Source: an optimization exercise on an open RTL-to-GDS flow (aim: small area). Production flows keep margins and buffers that such runs may drop. Only simulation tests tie the RTL to the original design; equivalence was not proved. No activity file was given, so power comes from the tool's default toggle rates.

===== flow/design.v =====
module hadder
(
	input logic a, b,
	output logic s, o
);
always_comb
begin
	s = a ^ b;
	o = a & b;
end
endmodule
module fadder
(
	input logic a, b, c,
	output logic s, o
);
	logic h;
always_comb
begin
	h = a ^ b;
	s = h ^ c;
	o = (a & b) | (h & c);
end
endmodule
module la_adder
(
	input logic a, b, c,
	output logic s
);
always_comb
begin
	s = a ^ b ^ c;
end
endmodule
module la_logic
(
	input logic [3:0] a, b,
	input logic c,
	output logic [3:0] o
);
	logic p0, p1, p2, p3;
	logic g0, g1, g2, g3;
	logic gg;
always_comb
begin
	g0 = a[0] & b[0];
	g1 = a[1] & b[1];
	g2 = a[2] & b[2];
	g3 = a[3] & b[3];
	p0 = a[0] | b[0]; 
	p1 = a[1] | b[1];
	p2 = a[2] | b[2];
	p3 = a[3] | b[3];
	gg = g3 | (g2 & p3) | (g1 & p3 & p2) | (g0 & p3 & p2 & p1);
	o[0] = g0 | (p0 & c);
	o[1] = g1 | (p1 & o[0]);
	o[2] = g2 | (p2 & o[1]);
	o[3] = (p0 & p1 & p2 & p3 & c) | gg;
end
endmodule
module la_4
(
	input logic [3:0] a, b,
	input logic c,
	output logic [3:0] s,
	output logic o
);
	logic [3:0] c_wire;
	assign o = c_wire[3];
	la_adder unit0
	(
		.a(a[0]),
		.b(b[0]),
		.c(c),
		.s(s[0])
	);
	la_adder unit1
	(
		.a(a[1]),
		.b(b[1]),
		.c(c_wire[0]),
		.s(s[1])
	);
	la_adder unit2
	(
		.a(a[2]),
		.b(b[2]),
		.c(c_wire[1]),
		.s(s[2])
	);
	la_adder unit3
	(
		.a(a[3]),
		.b(b[3]),
		.c(c_wire[2]),
		.s(s[3])
	);
	la_logic unitA
	(
		.a(a),
		.b(b),
		.c(c),
		.o(c_wire)
	);
endmodule
module la_8
(
	input logic [7:0] a, b,
	input logic c,
	output logic [7:0] s,
	output logic o
);
	logic c_wire;
	la_4 unit0
	(
		.a(a[3:0]),
		.b(b[3:0]),
		.c(c),
		.s(s[3:0]),
		.o(c_wire)
	);
	la_4 unit1
	(
		.a(a[7:4]),
		.b(b[7:4]),
		.c(c_wire),
		.s(s[7:4]),
		.o(o)
	);
endmodule
module la_16
(
	input logic [15:0] a, b,
	input logic c,
	output logic [15:0] s,
	output logic o
);
	logic c_wire;
	la_8 unit0
	(
		.a(a[7:0]),
		.b(b[7:0]),
		.c(c),
		.s(s[7:0]),
		.o(c_wire)
	);
	la_8 unit1
	(
		.a(a[15:8]),
		.b(b[15:8]),
		.c(c_wire),
		.s(s[15:8]),
		.o(o)
	);
endmodule
module la_20
(
	input logic [19:0] a, b,
	input logic c,
	output logic [19:0] s,
	output logic o
);
	logic c_wire;
	la_16 unit0
	(
		.a(a[15:0]),
		.b(b[15:0]),
		.c(c),
		.s(s[15:0]),
		.o(c_wire)
	);
	la_4 unit1
	(
		.a(a[19:16]),
		.b(b[19:16]),
		.c(c_wire),
		.s(s[19:16]),
		.o(o)
	);
endmodule
module csa_4
(
	input logic [3:0] a, b, c,
	output logic [3:0] s, o
);
	fadder unit0
	(
		.a(a[0]),
		.b(b[0]),
		.c(c[0]),
		.s(s[0]),
		.o(o[0])
	);
	fadder unit1
	(
		.a(a[1]),
		.b(b[1]),
		.c(c[1]),
		.s(s[1]),
		.o(o[1])
	);
	fadder unit2
	(
		.a(a[2]),
		.b(b[2]),
		.c(c[2]),
		.s(s[2]),
		.o(o[2])
	);
	fadder unit3
	(
		.a(a[3]),
		.b(b[3]),
		.c(c[3]),
		.s(s[3]),
		.o(o[3])
	);	
endmodule
module csa_16
(
	input logic [15:0] a, b, c,
	output logic [15:0] s, o
);
	csa_4 unit0
	(
		.a(a[3:0]),
		.b(b[3:0]),
		.c(c[3:0]),
		.s(s[3:0]),
		.o(o[3:0])
	);
	csa_4 unit1
	(
		.a(a[7:4]),
		.b(b[7:4]),
		.c(c[7:4]),
		.s(s[7:4]),
		.o(o[7:4])
	);
	csa_4 unit2
	(
		.a(a[11:8]),
		.b(b[11:8]),
		.c(c[11:8]),
		.s(s[11:8]),
		.o(o[11:8])
	);
	csa_4 unit3
	(
		.a(a[15:12]),
		.b(b[15:12]),
		.c(c[15:12]),
		.s(s[15:12]),
		.o(o[15:12])
	);	
endmodule
module register #(parameter width = 16)
(
    input clk,
    input load,
    input [width-1:0] in,
    output logic [width-1:0] out
);
logic [width-1:0] data;
always @(posedge clk)
begin
    if (load)
    begin
        data <= in;
    end
end
always_comb
begin
    out = data;
end
endmodule
module dec_mux 
(
	input logic [2:0] sel,
	input logic [9:0] zer, p1, p2, m1, m2,
	output logic [9:0] o
);
always_comb
begin
	if (sel == 3'b000)
		o = zer;
	else if (sel == 3'b001)
		o = p1;
	else if (sel == 3'b010)
		o = p1;
	else if (sel == 3'b011)
		o = p2;
	else if (sel == 3'b100)
		o = m2;
	else if (sel == 3'b101)
		o = m1;
	else if (sel == 3'b110)
		o = m1;
	else
		o = zer;
end
endmodule
module booth_pp
(
	input logic [7:0] a, b,
	output logic [9:0] pp0, pp1, pp2, pp3
);
	logic [2:0] dec0, dec1, dec2, dec3;
	logic [7:0] invb;
	logic [7:0] negb;
	logic [9:0] zeros;
	logic negc;
	logic [9:0] p1;
	logic [9:0] p2;
	logic [9:0] m1;
	logic [9:0] m2;
	assign zeros = 10'h000;
	assign dec0[2:1] = a[1:0];
	assign dec0[0] = 1'b0;
	assign dec1 = a[3:1];
	assign dec2 = a[5:3];
	assign dec3 = a[7:5];
	assign invb = ~b;
	la_8 unitA
	(
		.a(zeros[7:0]),
		.b(invb),
		.c(1'b1),
		.s(negb),
		.o(negc)
	);
	assign p1 = {b[7], b[7], b};
	assign p2 = {b[7], b, 1'b0};	
	assign m1 = {~b[7] ^ negc, ~b[7] ^ negc, negb};
	assign m2 = {~b[7] ^ negc, negb, 1'b0};	
	dec_mux unit0
	(
		.sel(dec0),
		.zer(zeros),
		.p1(p1),
		.p2(p2),
		.m1(m1),
		.m2(m2),
		.o(pp0)
	);	
	dec_mux unit1
	(
		.sel(dec1),
		.zer(zeros),
		.p1(p1),
		.p2(p2),
		.m1(m1),
		.m2(m2),
		.o(pp1)
	);	
		dec_mux unit2
	(
		.sel(dec2),
		.zer(zeros),
		.p1(p1),
		.p2(p2),
		.m1(m1),
		.m2(m2),
		.o(pp2)
	);	
		dec_mux unit3
	(
		.sel(dec3),
		.zer(zeros),
		.p1(p1),
		.p2(p2),
		.m1(m1),
		.m2(m2),
		.o(pp3)
	);	
endmodule
module csa_12
(
	input logic [9:0] pp0, pp1, pp2, pp3,
	output logic [15:0] fp0, fp1
);
	logic [15:0] x0, x1, x2, x3;
	logic [15:0] s1, o1, s2, o2;
	assign x0 = {{6{pp0[9]}}, pp0};
	assign x1 = {{4{pp1[9]}}, pp1, 2'b00};
	assign x2 = {{2{pp2[9]}}, pp2, 4'b0000};
	assign x3 = {pp3, 6'b000000};
	csa_16 unit0 (.a(x0), .b(x1), .c(x2), .s(s1), .o(o1));
	csa_16 unit1 (.a(s1), .b({o1[14:0], 1'b0}), .c(x3), .s(s2), .o(o2));
	assign fp0 = s2;
	assign fp1 = {o2[14:0], 1'b0};
endmodule
module multi8_8
(
	input logic clk, load,
	input logic [7:0] a, b,
	output logic [15:0] m
);
	logic [9:0] pp0, pp1, pp2, pp3;
	logic [9:0] ppr0, ppr1, ppr2, ppr3;
	logic [15:0] fp0, fp1;
	booth_pp unit_0
	(
		.a(a),
		.b(b),
		.pp0(pp0),
		.pp1(pp1),
		.pp2(pp2),
		.pp3(pp3)
	);
	register #(10) unit_A
	(
		.clk(clk),
		.load(load),
		.in(pp0),
		.out(ppr0)
	);
	register #(10) unit_B
	(
		.clk(clk),
		.load(load),
		.in(pp1),
		.out(ppr1)
	);
	register #(10) unit_C
	(
		.clk(clk),
		.load(load),
		.in(pp2),
		.out(ppr2)
	);
	register #(10) unit_D
	(
		.clk(clk),
		.load(load),
		.in(pp3),
		.out(ppr3)
	);
	csa_12 unit_1
	(
		.pp0(ppr0),
		.pp1(ppr1),
		.pp2(ppr2),
		.pp3(ppr3),
		.fp0(fp0),
		.fp1(fp1)
	);
	la_16 unit_2
	(
		.a(fp0),
		.b(fp1),
		.c(1'b0),
		.s(m),
		.o()
	);	
endmodule
module accumulator_unit 
(
    input clk,
    input load,
    input [15:0] a,
	input [19:0] b,
    output logic [19:0] out
);
	logic [19:0] ase;
	logic [19:0] adder_out;
	assign ase = {a[15], a[15], a[15], a[15], a};
	la_20 unit_0
	(
		.a(ase),
		.b(b),
		.c(1'b0),
		.s(adder_out),
		.o()
	);
	register #(20) unit_1
	(
		.clk(clk),
		.load(load),
		.in(adder_out),
		.out(out)
	);
endmodule
module multiply_accumulate_unit
(
    input clk,
    input load,
    input [7:0] a, 
	input [7:0] b,
	input [19:0] c,
    output logic [19:0] out
);
	logic [15:0] multi_out;
	logic [15:0] reg_out;
	multi8_8 unit_0
	(
		.clk(clk),
		.load(load),
		.a(a),
		.b(b),
		.m(multi_out)
	);	
	register #(16) unit_1
	(
		.clk(clk),
		.load(load),
		.in(multi_out),
		.out(reg_out)
	);	
	accumulator_unit unit_2
	(
		.clk(clk),
		.load(load),
		.a(reg_out),
		.b(c),
		.out(out)
	);
endmodule
module multiply_accumulate_slice
(
    input clk,
    input load,
    input [7:0] a0, a1, a2, a3, a4, a5, a6, a7, 
	input [7:0] b0, b1, b2, b3, b4, b5, b6, b7,
	input [19:0] c,
    output logic [19:0] out
);
	logic [19:0] w01, w12, w23, w34, w45, w56, w67;
	multiply_accumulate_unit unit_0
	(
		.clk(clk),
		.load(load),
		.a(a0), 
		.b(b0),
		.c(c),
		.out(w01)
	);
	multiply_accumulate_unit unit_1
	(
		.clk(clk),
		.load(load),
		.a(a1), 
		.b(b1),
		.c(w01),
		.out(w12)
	);
	multiply_accumulate_unit unit_2
	(
		.clk(clk),
		.load(load),
		.a(a2), 
		.b(b2),
		.c(w12),
		.out(w23)
	);
	multiply_accumulate_unit unit_3
	(
		.clk(clk),
		.load(load),
		.a(a3), 
		.b(b3),
		.c(w23),
		.out(w34)
	);
	multiply_accumulate_unit unit_4
	(
		.clk(clk),
		.load(load),
		.a(a4), 
		.b(b4),
		.c(w34),
		.out(w45)
	);	
	multiply_accumulate_unit unit_5
	(
		.clk(clk),
		.load(load),
		.a(a5), 
		.b(b5),
		.c(w45),
		.out(w56)
	);
	multiply_accumulate_unit unit_6
	(
		.clk(clk),
		.load(load),
		.a(a6), 
		.b(b6),
		.c(w56),
		.out(w67)
	);
	multiply_accumulate_unit unit_7
	(
		.clk(clk),
		.load(load),
		.a(a7), 
		.b(b7),
		.c(w67),
		.out(out)
	);	
endmodule
module slice_reg
(
    input clk,
    input load,
	input load_w,
	input [19:0] c,
    input [63:0] a,
	input [63:0] b,
	output [63:0] breg,
    output logic [19:0] out
);
	register #(64) unit0
	(
		.clk(clk),
		.load(load_w),
		.in(b),
		.out(breg)
	);
	multiply_accumulate_slice unit1
	(
		.clk(clk),
		.load(load),
		.a0(a[7:0]), .a1(a[15:8]), .a2(a[23:16]), .a3(a[31:24]), .a4(a[39:32]), .a5(a[47:40]), .a6(a[55:48]), .a7(a[63:56]), 
		.b0(breg[7:0]), .b1(breg[15:8]), .b2(breg[23:16]), .b3(breg[31:24]), .b4(breg[39:32]), .b5(breg[47:40]), .b6(breg[55:48]), .b7(breg[63:56]),
		.c(c),
		.out(out)
	);
endmodule
module multiply_matrix
(
    input clk,
    input load,
	input load_w,
	input [159:0] c,
    input [63:0] a,
	input [63:0] b,
    output logic [159:0] out
);
	logic [63:0] b01, b12, b23, b34, b45, b56, b67;
	logic [63:0] ad;
	input_delay_chain inst
	(
		.clk(clk),
		.load(load),
		.a(a),
		.a_out(ad)
	);
	slice_reg unit0
	(
		.clk(clk),
		.load(load),
		.load_w(load_w),
		.c(c[19:0]),
		.a(ad),
		.b(b),
		.breg(b01),
		.out(out[19:0])
	);
	slice_reg unit1
	(
		.clk(clk),
		.load(load),
		.load_w(load_w),
		.c(c[39:20]),
		.a(ad),
		.b(b01),
		.breg(b12),
		.out(out[39:20])
	);
	slice_reg unit2
	(
		.clk(clk),
		.load(load),
		.load_w(load_w),
		.c(c[59:40]),
		.a(ad),
		.b(b12),
		.breg(b23),
		.out(out[59:40])
	);
	slice_reg unit3
	(
		.clk(clk),
		.load(load),
		.load_w(load_w),
		.c(c[79:60]),
		.a(ad),
		.b(b23),
		.breg(b34),
		.out(out[79:60])
	);
	slice_reg unit4
	(
		.clk(clk),
		.load(load),
		.load_w(load_w),
		.c(c[99:80]),
		.a(ad),
		.b(b34),
		.breg(b45),
		.out(out[99:80])
	);
	slice_reg unit5
	(
		.clk(clk),
		.load(load),
		.load_w(load_w),
		.c(c[119:100]),
		.a(ad),
		.b(b45),
		.breg(b56),
		.out(out[119:100])
	);
	slice_reg unit6
	(
		.clk(clk),
		.load(load),
		.load_w(load_w),
		.c(c[139:120]),
		.a(ad),
		.b(b56),
		.breg(b67),
		.out(out[139:120])
	);
	slice_reg unit7
	(
		.clk(clk),
		.load(load),
		.load_w(load_w),
		.c(c[159:140]),
		.a(ad),
		.b(b67),
		.breg(),
		.out(out[159:140])
	);	
endmodule
module input_delay_chain
(
    input clk,
    input load,
    input [63:0] a,
    output logic [63:0] a_out
);
	logic [7:0] a10, a11;
	logic [7:0] a20, a21, a22;
	logic [7:0] a30, a31, a32, a33;
	logic [7:0] a40, a41, a42, a43, a44;
	logic [7:0] a50, a51, a52, a53, a54, a55;
	logic [7:0] a60, a61, a62, a63, a64, a65, a66;
	logic [7:0] a70, a71, a72, a73, a74, a75, a76, a77;
	assign a10 = a[15:8];
	assign a20 = a[23:16];
	assign a30 = a[31:24];
	assign a40 = a[39:32];
	assign a50 = a[47:40];
	assign a60 = a[55:48];
	assign a70 = a[63:56];
	register #(8) unit1_0 (.clk(clk), .load(load), .in(a10), .out(a11));
	register #(8) unit2_0 (.clk(clk), .load(load), .in(a20), .out(a21));	
	register #(8) unit2_1 (.clk(clk), .load(load), .in(a21), .out(a22));
	register #(8) unit3_0 (.clk(clk), .load(load), .in(a30), .out(a31));
	register #(8) unit3_1 (.clk(clk), .load(load), .in(a31), .out(a32));
	register #(8) unit3_2 (.clk(clk), .load(load), .in(a32), .out(a33));
	register #(8) unit4_0 (.clk(clk), .load(load), .in(a40), .out(a41));
	register #(8) unit4_1 (.clk(clk), .load(load), .in(a41), .out(a42));
	register #(8) unit4_2 (.clk(clk), .load(load), .in(a42), .out(a43));
	register #(8) unit4_3 (.clk(clk), .load(load), .in(a43), .out(a44));
	register #(8) unit5_0 (.clk(clk), .load(load), .in(a50), .out(a51));
	register #(8) unit5_1 (.clk(clk), .load(load), .in(a51), .out(a52));
	register #(8) unit5_2 (.clk(clk), .load(load), .in(a52), .out(a53));
	register #(8) unit5_3 (.clk(clk), .load(load), .in(a53), .out(a54));
	register #(8) unit5_4 (.clk(clk), .load(load), .in(a54), .out(a55));
	register #(8) unit6_0 (.clk(clk), .load(load), .in(a60), .out(a61));
	register #(8) unit6_1 (.clk(clk), .load(load), .in(a61), .out(a62));
	register #(8) unit6_2 (.clk(clk), .load(load), .in(a62), .out(a63));
	register #(8) unit6_3 (.clk(clk), .load(load), .in(a63), .out(a64));
	register #(8) unit6_4 (.clk(clk), .load(load), .in(a64), .out(a65));
	register #(8) unit6_5 (.clk(clk), .load(load), .in(a65), .out(a66));
	register #(8) unit7_0 (.clk(clk), .load(load), .in(a70), .out(a71));
	register #(8) unit7_1 (.clk(clk), .load(load), .in(a71), .out(a72));
	register #(8) unit7_2 (.clk(clk), .load(load), .in(a72), .out(a73));
	register #(8) unit7_3 (.clk(clk), .load(load), .in(a73), .out(a74));
	register #(8) unit7_4 (.clk(clk), .load(load), .in(a74), .out(a75));
	register #(8) unit7_5 (.clk(clk), .load(load), .in(a75), .out(a76));
	register #(8) unit7_6 (.clk(clk), .load(load), .in(a76), .out(a77));
	assign a_out = {a77, a66, a55, a44, a33, a22, a11, a[7:0]};
endmodule

===== flow/run.sh =====
#!/bin/bash
# synth_recipe.tcl (not shown) runs the flow's synth.tcl, then flattens the netlist and writes it again
# the make line also repeats each setting of config.mk as NAME=value (left out here)
make -C /OpenROAD-flow-scripts/flow DESIGN_CONFIG=/design/flow/config.mk WORK_HOME=/design/flow/orfs CLKGATE_MAP_FILE= SYNTH_SCRIPT=/design/flow/synth_recipe.tcl finish

===== flow/config.mk =====
export PLATFORM = sky130hd
export DESIGN_NAME = multiply_matrix
export DESIGN_NICKNAME = multiply_matrix
export VERILOG_FILES = /design/flow/design.v
export SDC_FILE = /design/flow/constraint.sdc
export NUM_CORES = 8
export LEC_CHECK = 0
export CAP_MARGIN = 20
export CORE_MARGIN = 2
export CORE_UTILIZATION = 40
export SLEW_MARGIN = 20

===== flow/constraint.sdc =====
create_clock -name core_clock -period 5.0 [get_ports {clk}]
set_input_delay 1.0000 -clock core_clock [delete_from_list [all_inputs] [get_ports {clk}]]
set_output_delay 1.0000 -clock core_clock [all_outputs]
set_load 0.01 [all_outputs]

==> impl_metrics.env <==
export IMPL_grt_pass1_wl_um=1674000
export IMPL_drt_wl_total_um=1154000
export IMPL_drive_gt1_frac=0.05835
export IMPL_first_pass_iters=10
export IMPL_yosys_top_cells_area="edfxtp_1 (45%), fa_1 (14%), ha_1 (12%), inv_1 (6.5%), a21oi_1 (2.3%)"
export IMPL_core_area_um2=938100
export IMPL_async_flop_share=0
export IMPL_dieArea_um2=947000
export IMPL_cp_startpoint="unit4.unit1.unit_5.unit_0.unit_A.data[9]$_SDFFCE_PN0P_"
export IMPL_r2r_slack_ps=630
export IMPL_fin_skew_ps=110.3
export IMPL_finalSetupTns_ps=0
export IMPL_synth_commonest_cells="inv_1 (6,486), edfxtp_1 (5,600), ha_1 (3,712)"
export IMPL_cts_sinks=5600
export IMPL_timing_max_cap_violations=0
export IMPL_powerDensity_nw_per_um2=544.7
export IMPL_grt_overflow=0
export IMPL_path_cells="inv_1 -> fa_1 -> fa_1 -> inv_1 -> ha_1 -> a21oi_1 -> nor2_1 -> a211oi_1 -> o21bai_1 -> fa_1 -> fa_1"
export IMPL_hold_violations=0
export IMPL_fill_cells=85090
export IMPL_drt_vias_per_instance=5.540
export IMPL_grt_pass1_vias=247900
export IMPL_area_growth_pct=10.56
export IMPL_post_cts_setup_buffers=0
export IMPL_track_usage=0.2378
export IMPL_ios=451
export IMPL_dp_hpwl_um=855400
export IMPL_port_buffers=450
export IMPL_ys_ff_latch=5600
export IMPL_ir_drop_mv=0.3398
export IMPL_ys_seq_area_frac=0.4476
export IMPL_syn_num_nets=38570
export IMPL_hp_class="primary input to flop"
export IMPL_gp_congestion=0.9178
export IMPL_rsz0062_at_grt="no"
export IMPL_crit_top_cell="fa_1"
export IMPL_r2r_start="unit4.unit1.unit_5.unit_0.unit_A.data[9]$_SDFFCE_PN0P_"
export IMPL_slowest_stage="fa_1"
export IMPL_min_delay_start="load"
export IMPL_p_leak_nw=177.3
export IMPL_ys_types=59
export IMPL_ys_warn_count=9
export IMPL_layout_setup_ws_ps=630.9
export IMPL_fmaxAchievable_ghz=0.2289
export IMPL_start_kind="flop"
export IMPL_drcViolationCount=0
export IMPL_antenna_found_initial=128
export IMPL_synth_edff_count=5600
export IMPL_r2r_end="unit4.unit1.unit_5.unit_1.data[13]$_DFFE_PP_"
export IMPL_synth_flop_cell="edfxtp_1"
export IMPL_status="timing/DRC/antenna clean"
export IMPL_clkSlewWorstSetupHoldPaths_ps=60
export IMPL_critPathRequiredTime_ps=5750
export IMPL_fin_nets=38190
export IMPL_r2r_cells=11
export IMPL_synth_top_area_frac=0.4476
export IMPL_endpoint_kind="flop"
export IMPL_cts_tree="done"
export IMPL_clock_latency_ps=1160
export IMPL_relSlewSlack=0.1553
export IMPL_numCtsBuffers=678
export IMPL_syn_cell_area_um2=375700
export IMPL_wl_per_cell_um=25.78
export IMPL_period_share=0.8738
export IMPL_vias=248100
export IMPL_grt_max_degree=156
export IMPL_critical_path_class="flop to flop"
export IMPL_min_to="unit1.unit1.unit_2.unit_1.data[14]$_DFFE_PP_"
export IMPL_yosys_area_top_type="edfxtp_1"
export IMPL_tightest_slew_ps=1267
export IMPL_antenna_left=0
export IMPL_min_path_cells=1
export IMPL_layout_min_cycle_time_ps=4369
export IMPL_cts_root_buf="clkbuf_16"
export IMPL_die_height_um=973.1
export IMPL_synth_avg_cell_area_um2=11.76
export IMPL_drt_iter0_drc=29860
export IMPL_ctsResizeCount=0
export IMPL_clk_path_buf_depth=5
export IMPL_cp_arrival_ps=5120
export IMPL_dp_slack_ps=37.36
export IMPL_slew_violations=0
export IMPL_slowest_delay_ps=1000
export IMPL_die_x_um=973.1
export IMPL_ctsHoldBuffers=0
export IMPL_crit_path_max_fanout=6
export IMPL_setup_viol=0
export IMPL_rows=356
export IMPL_start_util=0.4005
export IMPL_cts_max_level=6
export IMPL_syn_inst=31950
export IMPL_yosysMostFrequentCell="inv_1"
[flip-flops by register name, indices dropped and copies added, names as in the netlist, 64 cells and up]
signal	cells
unit0.unit0.data	64
unit1.unit0.data	64
unit2.unit0.data	64
unit3.unit0.data	64
unit4.unit0.data	64
unit5.unit0.data	64
unit6.unit0.data	64
unit7.unit0.data	64
[kinds of logic (layout without fill, tap and decap cells)]
kind of cell | count (synthesis) | count (layout) | share of synthesized area
compound gates | 7606 | 7606 | 0.1354
xor+xnor | 876 | 876 | 0.02056
fa+ha+maj | 6337 | 6337 | 0.2635
buf+inv | 8569 | 8687 | 0.08836
flops | 5600 | 5600 | 0.4476
mux | 481 | 481 | 0.01298
other cells | 0 | 178 | 0
simple gates | 2477 | 2477 | 0.03163
[through the flow]
step | total power, mW | hold slack, ps | instances | cell area [um2] | util
floorplan | 128.7 | 400.3 | 31950 | 375700 | -
detailed placement | 177.8 | 404.5 | 43400 | 393200 | 0.4191
finish | 226.2 | 321.8 | 44770 | 415400 | 0.4428
global placement | 175.1 | 401.3 | 43400 | 393000 | 0.4190
global route | 239.6 | 281.6 | 44750 | 415300 | 0.4427
CTS | 227.9 | 252.6 | 44590 | 414700 | 0.4421
[layout by cell type, fill, tap and decap left out, types with 129 or more instances in the layout]
master,count
a221oi_1,415
nor2_1,518
fa_1,2624
a22o_1,277
nand2_1,831
inv_1,6486
o211ai_1,810
clkbuf_16,688
clkdlybuf4s50_1,443
clkinv_1,148
diode_2,178
and2_1,151
a211o_1,707
o22ai_1,929
xnor2_1,545
nor3_1,295
o32ai_1,192
a22oi_1,435
mux2i_1,433
o21ai_0,1179
ha_1,3712
a21oi_1,1762
xor2_1,295
o31ai_1,194
buf_4,447
edfxtp_1,5600
a21o_1,129
[power by group]
part	internal (mW)	total (mW)	switching [mW]	leakage [nW]
clock	29.0	49.5	20.5	10.5
combinational	35.1	92.3	57.1	111
sequential	71.0	84.5	13.5	55.6
total	135	226	91.1	177
[routing by layer]
layer | share of wire | vias to the layer above | global-route usage | routed length (um)
met5 | 0.00026 | - | 0.00004995 | 301
li1 | - | 109000 | - | -
met4 | 0.068 | 46 | 0.1389 | 78540
met1 | 0.38 | 123800 | 0.2959 | 437200
met2 | 0.46 | 12440 | 0.3832 | 534200
met3 | 0.090 | 2805 | 0.05189 | 104100
[area by class of cell]
type / instances / area [um2] / area share
Antenna cell: 178 / 445.4 / 0.001072
Clock buffer: 800 / 17640 / 0.04246
Clock inverter: 384 / 3930 / 0.009462
Inverter: 6514 / 24450 / 0.05887
Multi-Input combinational cell: 17780 / 175300 / 0.4220
Sequential cell: 5600 / 168200 / 0.4049
Tap cell: 12530 / 15680 / 0.03774
Timing Repair Buffer: 989 / 9793 / 0.02358
[worst max-delay path: cells and delay by family, from the launching register on]
family	cells	cell delay [ps]
simple gates	1	60
compound gates	3	580
flops	1	460
fa+ha+maj	5	2620
buf+inv	2	290
[worst max-delay path by stage]
stage,to,cells past startpoint
floorplan,unit7.unit1.unit_6.unit_1.data[15]$_DFFE_PP_,15
global placement,unit0.unit1.unit_0.unit_2.unit_1.data[19]$_DFFE_PP_,16
detailed placement,unit0.unit1.unit_0.unit_2.unit_1.data[19]$_DFFE_PP_,15
CTS,unit4.unit1.unit_6.unit_1.data[14]$_DFFE_PP_,14
global route,unit4.unit1.unit_7.unit_1.data[15]$_DFFE_PP_,15
finish,unit4.unit1.unit_5.unit_1.data[13]$_DFFE_PP_,11

[separate check: timing with driven ports]
The flow's constraints put no driver on any port. The routed layout listed below was extracted and timed again, unchanged, in two steps. Step 1 assumes that a clkbuf_16 drives the clock port and a buf_2 every other input. Step 2, shift: input delay + t, output delay - t, t = (earliest + latest rising clock arrival at the registers) / 2. This alone moves slack from input paths to output paths. Slacks: ideal / step 1 / step 2; pairs: ideal / step 1.
shift t [ns]: 1.260
setup WS [ns]: 0.631 / 0.631 / 0.159
worst setup path at the end: input to register
worst register clock-pin slew, ns: 0.07 / 0.07
After both steps this run still meets setup and hold. For this run, drivers alone change the setup slack by 0.000 ns; drivers and shift together by -0.472 ns.
